Background: an optimization exercise with open tools, aiming at a short achievable clock period and few clock cycles. Do not read the settings as production practice. At most, simulation tests tie the RTL to the original design; equivalence was not proved. No driver is modelled on the clock port, so clock power and skew are understated where the tree is cut down; a real chip needs a root buffer or a tree.

== run 1 ==
==> module TopLevel, before the edit <==
module TopLevel(
  input        CLK,
  input        reset,
  input        start,
  output       halt,
  output [7:0] mem_addr,
  output       mem_re,
  output       mem_we,
  output [7:0] mem_wdata,
  input  [7:0] mem_rdata
);
  localparam logic [2:0] K_RLO = 3'd0, K_RHI = 3'd1, K_WLO = 3'd2, K_WHI = 3'd3,
                         K_RPAT = 3'd4, K_RSTR = 3'd5, K_NONE = 3'd6, K_WP3 = 3'd7;
  function automatic logic [15:0] encode(input logic [10:0] d);
    logic p1, p2, p4, p8, p16;
    p8  = ^d[10:4];
    p4  = (^d[10:7]) ^ (^d[3:1]);
    p2  = d[10]^d[9]^d[6]^d[5]^d[3]^d[2]^d[0];
    p1  = d[10]^d[8]^d[6]^d[4]^d[3]^d[1]^d[0];
    p16 = ^d ^ p8 ^ p4 ^ p2 ^ p1;
    encode = {d[10:4], p8, d[3:1], p4, d[0], p2, p1, p16};
  endfunction
  function automatic logic [15:0] decode(input logic [15:0] c);
    logic [3:0]  s;
    logic        par, dbl;
    logic [15:0] e;
    logic [10:0] d;
    s = '0;
    for (int k = 1; k < 16; k++)
      if (c[k]) s = s ^ 4'(k);
    par = ^c;
    e = par ? (16'h1 << s) : 16'h0;
    e = c ^ e;
    d = {e[15:9], e[7:5], e[3]};
    dbl = !par && (s != 4'd0);
    if (dbl) begin
      if (s == 4'd11) d = d ^ 11'h030;
      if (s == 4'd13) d = d ^ 11'h090;
      if (s == 4'd14) d = d ^ 11'h0a0;
    end
    decode = {dbl, 4'b0, d};
  endfunction
  function automatic logic [3:0] in_hits(input logic [7:0] b, input logic [4:0] pt);
    logic [3:0] h;
    for (int o = 0; o < 4; o++)
      h[o] = (b[7-o -: 5] == pt);
    in_hits = h;
  endfunction
  function automatic logic [3:0] cross_hits(input logic [7:0] a, input logic [7:0] b, input logic [4:0] pt);
    logic [15:0] w;
    logic [3:0]  h;
    w = {a, b};
    for (int o = 0; o < 4; o++)
      h[o] = (w[11-o -: 5] == pt);
    cross_hits = h;
  endfunction
  function automatic logic [2:0] cnt4(input logic [3:0] h);
    cnt4 = {2'b0, h[0]} + {2'b0, h[1]} + {2'b0, h[2]} + {2'b0, h[3]};
  endfunction
  logic       halt_r;
  logic [1:0] prog_r;           
  logic [1:0] cur_r;            
  logic       re_r, we_r;
  logic [7:0] addr_r, wdata_r;
  logic [2:0] kind_r;
  logic       last_r;           
  logic [5:0] a_step;
  wire        p3     = (cur_r == 2'd2);
  wire [5:0]  s  = a_step;
  wire        t_wr  = p3 ? (s >= 6'd34) : ((s >= 6'd58) || s[0]);
  wire        t_rd  = p3 ? (s <= 6'd32) : !((s >= 6'd58) || s[0]);
  wire        t_hi  = (s >= 6'd58) ? s[0] : !s[1];
  wire [2:0]  t_kind = p3 ? (t_rd ? K_RSTR : t_wr ? K_WP3 : K_NONE) : {1'b0, t_wr, t_hi};
  wire [7:0]  t_p3w  = (s == 6'd34) ? 8'd193 : (s == 6'd35) ? 8'd192 : 8'd194;
  wire [4:0]  t_rdo  = p3 ? s[4:0] - 5'd1 : s[5:1] + 5'd1;
  wire [7:0]  t_rda  = {p3, cur_r[0], 1'b0, t_rdo};
  wire [7:0]  t_wra  = ((cur_r == 2'd0) ? 8'd29 : 8'd93) + {3'b0, s[5:1]} + {7'b0, s == 6'd59};
  wire [7:0]  t_addr = t_rd ? t_rda : (p3 ? t_p3w : t_wra);
  wire        t_lst  = p3 ? (s == 6'd36) : (s == 6'd59);
  logic [15:0] raw_r;           
  logic [7:0]  hi_r;            
  logic [4:0]  pat_r;           
  logic [7:0]  c1_r;            
  logic [5:0]  c2_r;            
  logic [6:0]  cx_r;            
  wire [15:0] code    = (cur_r == 2'd0) ? encode(raw_r[10:0]) : decode(raw_r);
  logic [2:0]  hcnt_r, xcnt_r;  
  wire        hit_on  = p3 && !halt_r && (a_step >= 6'd3) && (a_step <= 6'd34);
  wire        acc_on  = p3 && !halt_r && (a_step >= 6'd4) && (a_step <= 6'd35);
  logic       first;            
  wire [3:0]  hit_cur = in_hits(raw_r[7:0], pat_r);
  wire [3:0]  hit_x   = first ? 4'b0 : cross_hits(raw_r[15:8], raw_r[7:0], pat_r);
  logic [7:0] wdata_n;
  always_comb begin
    case (t_kind)
      K_WLO:   wdata_n = code[7:0];
      K_WHI:   wdata_n = hi_r;
      K_WP3:   case (s[1:0])
                 2'd2:    wdata_n = {2'b0, (|hit_cur) ? c2_r + 6'd1 : c2_r};    
                 2'd3:    wdata_n = c1_r + {5'b0, hcnt_r};   
                 default: wdata_n = c1_r + {1'b0, cx_r};  
               endcase
      default: wdata_n = 8'h00;
    endcase
  end
  wire [7:0] ip_addr  = (prog_r == 2'd0) ? 8'd0 : (prog_r == 2'd1) ? 8'd64 : 8'd160;
  wire [7:0] ip_delta = (prog_r == 2'd2) ? 8'h20 : 8'h01;
  wire [2:0] ip_kind  = (prog_r == 2'd2) ? K_RPAT : K_RLO;
  wire       go1      = halt_r && start;
  wire idle = halt_r || last_r;    
  always_ff @(posedge CLK) begin
    if (reset) begin
      halt_r  <= 1'b1;
      prog_r  <= 2'd0;
      re_r    <= 1'b1;
      we_r    <= 1'b0;
      addr_r  <= 8'd0;
      kind_r  <= K_RLO;
    end else if (idle) begin
      halt_r  <= halt_r ? !start : 1'b1;
      if (go1) prog_r <= (prog_r == 2'd0) ? 2'd1 : 2'd2;
      re_r    <= 1'b1;
      we_r    <= 1'b0;
      addr_r  <= ip_addr ^ (go1 ? ip_delta : 8'h00);
      kind_r  <= {ip_kind[2:1], go1};
    end else begin
      re_r    <= t_rd;
      we_r    <= t_wr;
      addr_r  <= t_addr;
      kind_r  <= t_kind;
    end
  end
  always_ff @(posedge CLK) begin
    if (go1) cur_r <= prog_r;
    last_r <= !idle && t_lst;
  end
  always_ff @(posedge CLK) begin
    a_step <= idle ? 6'd2 : a_step + 6'd1;
    first  <= !idle && (a_step == 6'd2);
  end
  always_ff @(posedge CLK) begin
    wdata_r <= wdata_n;
    if (t_kind == K_WLO) hi_r <= code[15:8];
    if (kind_r == K_RLO || kind_r == K_RSTR) raw_r[7:0] <= mem_rdata;
    if (kind_r == K_RHI) raw_r[15:8] <= mem_rdata;
    if (kind_r == K_RSTR) raw_r[15:8] <= raw_r[7:0];
    if (kind_r == K_RPAT) pat_r <= mem_rdata[4:0];
    hcnt_r <= cnt4(hit_cur);
    xcnt_r <= cnt4(hit_x);
    if (kind_r == K_RPAT) begin
      c1_r <= '0; c2_r <= '0; cx_r <= '0;
    end else begin
      if (acc_on) begin
        c1_r <= c1_r + {5'b0, hcnt_r};
        cx_r <= cx_r + {4'b0, xcnt_r};
      end
      if (hit_on && (|hit_cur)) c2_r <= c2_r + 6'd1;
    end
  end
  assign halt      = halt_r;
  assign mem_addr  = addr_r;
  assign mem_re    = re_r;
  assign mem_we    = we_r;
  assign mem_wdata = wdata_r;
endmodule
Settings: LEC_CHECK=0, ABC_CLOCK_PERIOD_IN_PS=2000, CAP_MARGIN=40, CORE_MARGIN=2, CORE_UTILIZATION=25, SETUP_SLACK_MARGIN=5, SLEW_MARGIN=40, SYNTH_MEMORY_MAX_BITS=16384; clock period 10.0 ns.
standard.sh (not shown) runs the stock make flow with config.mk's settings and CLKGATE_MAP_FILE= SYNTH_SCRIPT=/design/flow/synth_recipe.tcl, a recipe that flattens the netlist after the stock synthesis.
==> flow/flow/run.sh <==
#!/bin/bash
# Standard ORFS layout (the standard.sh) with three changes to how it is
# made; the clock period and I/O constraints are unchanged:
#  - timing repair aims at a 7.6 ns setup margin instead of stopping at the
#    10 ns constraint, and may resize cells across footprints;
#  - port buffers are sky130_fd_sc_hd__buf_4;
#  - at the end of the CTS step, flow/cts_tree.tcl replaces the clock tree
#    with a balanced one-level tree: the clock port feeds 4 clkbuf_16, each
#    driving a quarter of the flip-flops.
# make's output goes to make_finish.log; each ORFS step keeps its own log
# under orfs/logs.
set -euo pipefail
export MAN_CTS_NBUF=4 MAN_CTS_NLEAF=0
bash standard.sh \
  SETUP_SLACK_MARGIN=7.6 \
  MATCH_CELL_FOOTPRINT=0 \
  "BUFFER_PORTS_ARGS=-buffer_cell sky130_fd_sc_hd__buf_4" \
  POST_CTS_TCL=$PWD/flow/cts_tree.tcl \
  finish > make_finish.log 2>&1
Other scripts of this flow, unchanged in this note and not shown: flow/flow/cts_tree.tcl
Testbench counts of run 1, summed over its fixed seeds: cycles 5,056.
What run 2 does differently from run 1 at the input level:
diff --git a/flow/design.v b/flow/design.v
--- a/flow/design.v
+++ b/flow/design.v
@@ -54,42 +54,43 @@
       h[o] = (w[11-o -: 5] == pt);
     cross_hits = h;
   endfunction
   function automatic logic [2:0] cnt4(input logic [3:0] h);
     cnt4 = {2'b0, h[0]} + {2'b0, h[1]} + {2'b0, h[2]} + {2'b0, h[3]};
   endfunction
-  logic       halt_r;
+  logic       halt_r;           
+  logic       run_r;            
   logic [1:0] prog_r;           
-  logic [1:0] cur_r;            
   logic       re_r, we_r;
   logic [7:0] addr_r, wdata_r;
   logic [2:0] kind_r;
   logic       last_r;           
   logic [5:0] a_step;
-  wire        p3     = (cur_r == 2'd2);
+  wire        p3     = (prog_r == 2'd2);
+  wire [1:0]  prog_n = (prog_r == 2'd0) ? 2'd1 : 2'd2;
   wire [5:0]  s  = a_step;
   wire        t_wr  = p3 ? (s >= 6'd34) : ((s >= 6'd58) || s[0]);
   wire        t_rd  = p3 ? (s <= 6'd32) : !((s >= 6'd58) || s[0]);
   wire        t_hi  = (s >= 6'd58) ? s[0] : !s[1];
   wire [2:0]  t_kind = p3 ? (t_rd ? K_RSTR : t_wr ? K_WP3 : K_NONE) : {1'b0, t_wr, t_hi};
   wire [7:0]  t_p3w  = (s == 6'd34) ? 8'd193 : (s == 6'd35) ? 8'd192 : 8'd194;
   wire [4:0]  t_rdo  = p3 ? s[4:0] - 5'd1 : s[5:1] + 5'd1;
-  wire [7:0]  t_rda  = {p3, cur_r[0], 1'b0, t_rdo};
-  wire [7:0]  t_wra  = ((cur_r == 2'd0) ? 8'd29 : 8'd93) + {3'b0, s[5:1]} + {7'b0, s == 6'd59};
+  wire [7:0]  t_rda  = {p3, prog_r[0], 1'b0, t_rdo};
+  wire [7:0]  t_wra  = ((prog_r == 2'd0) ? 8'd29 : 8'd93) + {3'b0, s[5:1]} + {7'b0, s == 6'd59};
   wire [7:0]  t_addr = t_rd ? t_rda : (p3 ? t_p3w : t_wra);
   wire        t_lst  = p3 ? (s == 6'd36) : (s == 6'd59);
   logic [15:0] raw_r;           
   logic [7:0]  hi_r;            
   logic [4:0]  pat_r;           
   logic [7:0]  c1_r;            
   logic [5:0]  c2_r;            
   logic [6:0]  cx_r;            
-  wire [15:0] code    = (cur_r == 2'd0) ? encode(raw_r[10:0]) : decode(raw_r);
+  wire [15:0] code    = (prog_r == 2'd0) ? encode(raw_r[10:0]) : decode(raw_r);
   logic [2:0]  hcnt_r, xcnt_r;  
-  wire        hit_on  = p3 && !halt_r && (a_step >= 6'd3) && (a_step <= 6'd34);
-  wire        acc_on  = p3 && !halt_r && (a_step >= 6'd4) && (a_step <= 6'd35);
+  wire        hit_on  = p3 && run_r && (a_step >= 6'd3) && (a_step <= 6'd34);
+  wire        acc_on  = p3 && run_r && (a_step >= 6'd4) && (a_step <= 6'd35);
   logic       first;            
   wire [3:0]  hit_cur = in_hits(raw_r[7:0], pat_r);
   wire [3:0]  hit_x   = first ? 4'b0 : cross_hits(raw_r[15:8], raw_r[7:0], pat_r);
   logic [7:0] wdata_n;
   always_comb begin
     case (t_kind)
@@ -100,42 +101,44 @@
                  2'd3:    wdata_n = c1_r + {5'b0, hcnt_r};   
                  default: wdata_n = c1_r + {1'b0, cx_r};  
                endcase
       default: wdata_n = 8'h00;
     endcase
   end
-  wire [7:0] ip_addr  = (prog_r == 2'd0) ? 8'd0 : (prog_r == 2'd1) ? 8'd64 : 8'd160;
-  wire [7:0] ip_delta = (prog_r == 2'd2) ? 8'h20 : 8'h01;
-  wire [2:0] ip_kind  = (prog_r == 2'd2) ? K_RPAT : K_RLO;
-  wire       go1      = halt_r && start;
-  wire idle = halt_r || last_r;    
+  wire [1:0] ip = (!run_r || !last_r) ? prog_r : prog_n;    
+  wire [7:0] ip_addr  = (ip == 2'd0) ? 8'd0 : (ip == 2'd1) ? 8'd64 : 8'd160;
+  wire [7:0] ip_delta = (ip == 2'd2) ? 8'h20 : 8'h01;
+  wire [2:0] ip_kind  = (ip == 2'd2) ? K_RPAT : K_RLO;
+  wire       go1      = !run_r && start;
+  wire idle = !run_r || last_r;    
   always_ff @(posedge CLK) begin
     if (reset) begin
       halt_r  <= 1'b1;
+      run_r   <= 1'b0;
       prog_r  <= 2'd0;
+      last_r  <= 1'b0;
       re_r    <= 1'b1;
       we_r    <= 1'b0;
       addr_r  <= 8'd0;
       kind_r  <= K_RLO;
     end else if (idle) begin
-      halt_r  <= halt_r ? !start : 1'b1;
-      if (go1) prog_r <= (prog_r == 2'd0) ? 2'd1 : 2'd2;
+      halt_r  <= run_r ? 1'b1 : !start;
+      run_r   <= run_r ? 1'b0 : start;
+      prog_r  <= ip;
+      last_r  <= 1'b0;
       re_r    <= 1'b1;
       we_r    <= 1'b0;
       addr_r  <= ip_addr ^ (go1 ? ip_delta : 8'h00);
       kind_r  <= {ip_kind[2:1], go1};
     end else begin
       re_r    <= t_rd;
       we_r    <= t_wr;
       addr_r  <= t_addr;
       kind_r  <= t_kind;
+      last_r  <= t_lst;
     end
-  end
-  always_ff @(posedge CLK) begin
-    if (go1) cur_r <= prog_r;
-    last_r <= !idle && t_lst;
   end
   always_ff @(posedge CLK) begin
     a_step <= idle ? 6'd2 : a_step + 6'd1;
     first  <= !idle && (a_step == 6'd2);
   end
   always_ff @(posedge CLK) begin
==> run notes <==
Taking run 1 as the reference, in run 2 highest attainable clock frequency lost about 1.3%, post-synthesis share of cell area spent on full adders, half adders and majority gates ~0 delta, wire length after detailed routing now smaller.
Run 1 has a lower clock skew than run 2.
Synthesized area: run 1 and run 2 compared, higher one is run 2
On run 2: fraction of layout cells with a size suffix above 1 is 0.27 points lower than what run 1 gave.
In the tables for run 1 and run 2, path length in cells of the critical path reads lower with run 1.
Between run 1 and run 2, via-per-instance ratio decreased.
Diff run 1 -> run 2: data required time of the worst path up 2.11 ns; total number of vias down about 0.33%.
The RTL of run 2 was laid out without a check of its function. In every run of this note, the design's own scripts or RTL, not TritonCTS, make the clock network.

[port drivers added, routing unchanged]
Ports are ideal in the flow. The routed layouts listed here were re-timed in OpenROAD. Step 1 sets driving cells, clkbuf_16 on the clock port and buf_2 on the other inputs (assumed; they add their load-dependent delay and slew). Step 2 times the ports against the registers' clock, not the clock port: input delays grow and output delays shrink by t, the midpoint of the rising clock arrivals with the driver on. Slacks: no drivers / after step 1 / after step 2; pairs: no drivers / after step 1.
run	t (ns)	slack for setup (ns)	latest minus earliest clock arrival (ns)	pins driven straight from the clock port
run 1	0.247	7.348 / 7.259 / 7.180	0.011 / 0.010	4
run 2	0.252	7.313 / 7.278 / 7.114	0.015 / 0.015	4
After both steps setup and hold are still met in every run listed. For run 2, which loses most, drivers alone change the setup slack by -0.035 ns; drivers and shift together by -0.199 ns.
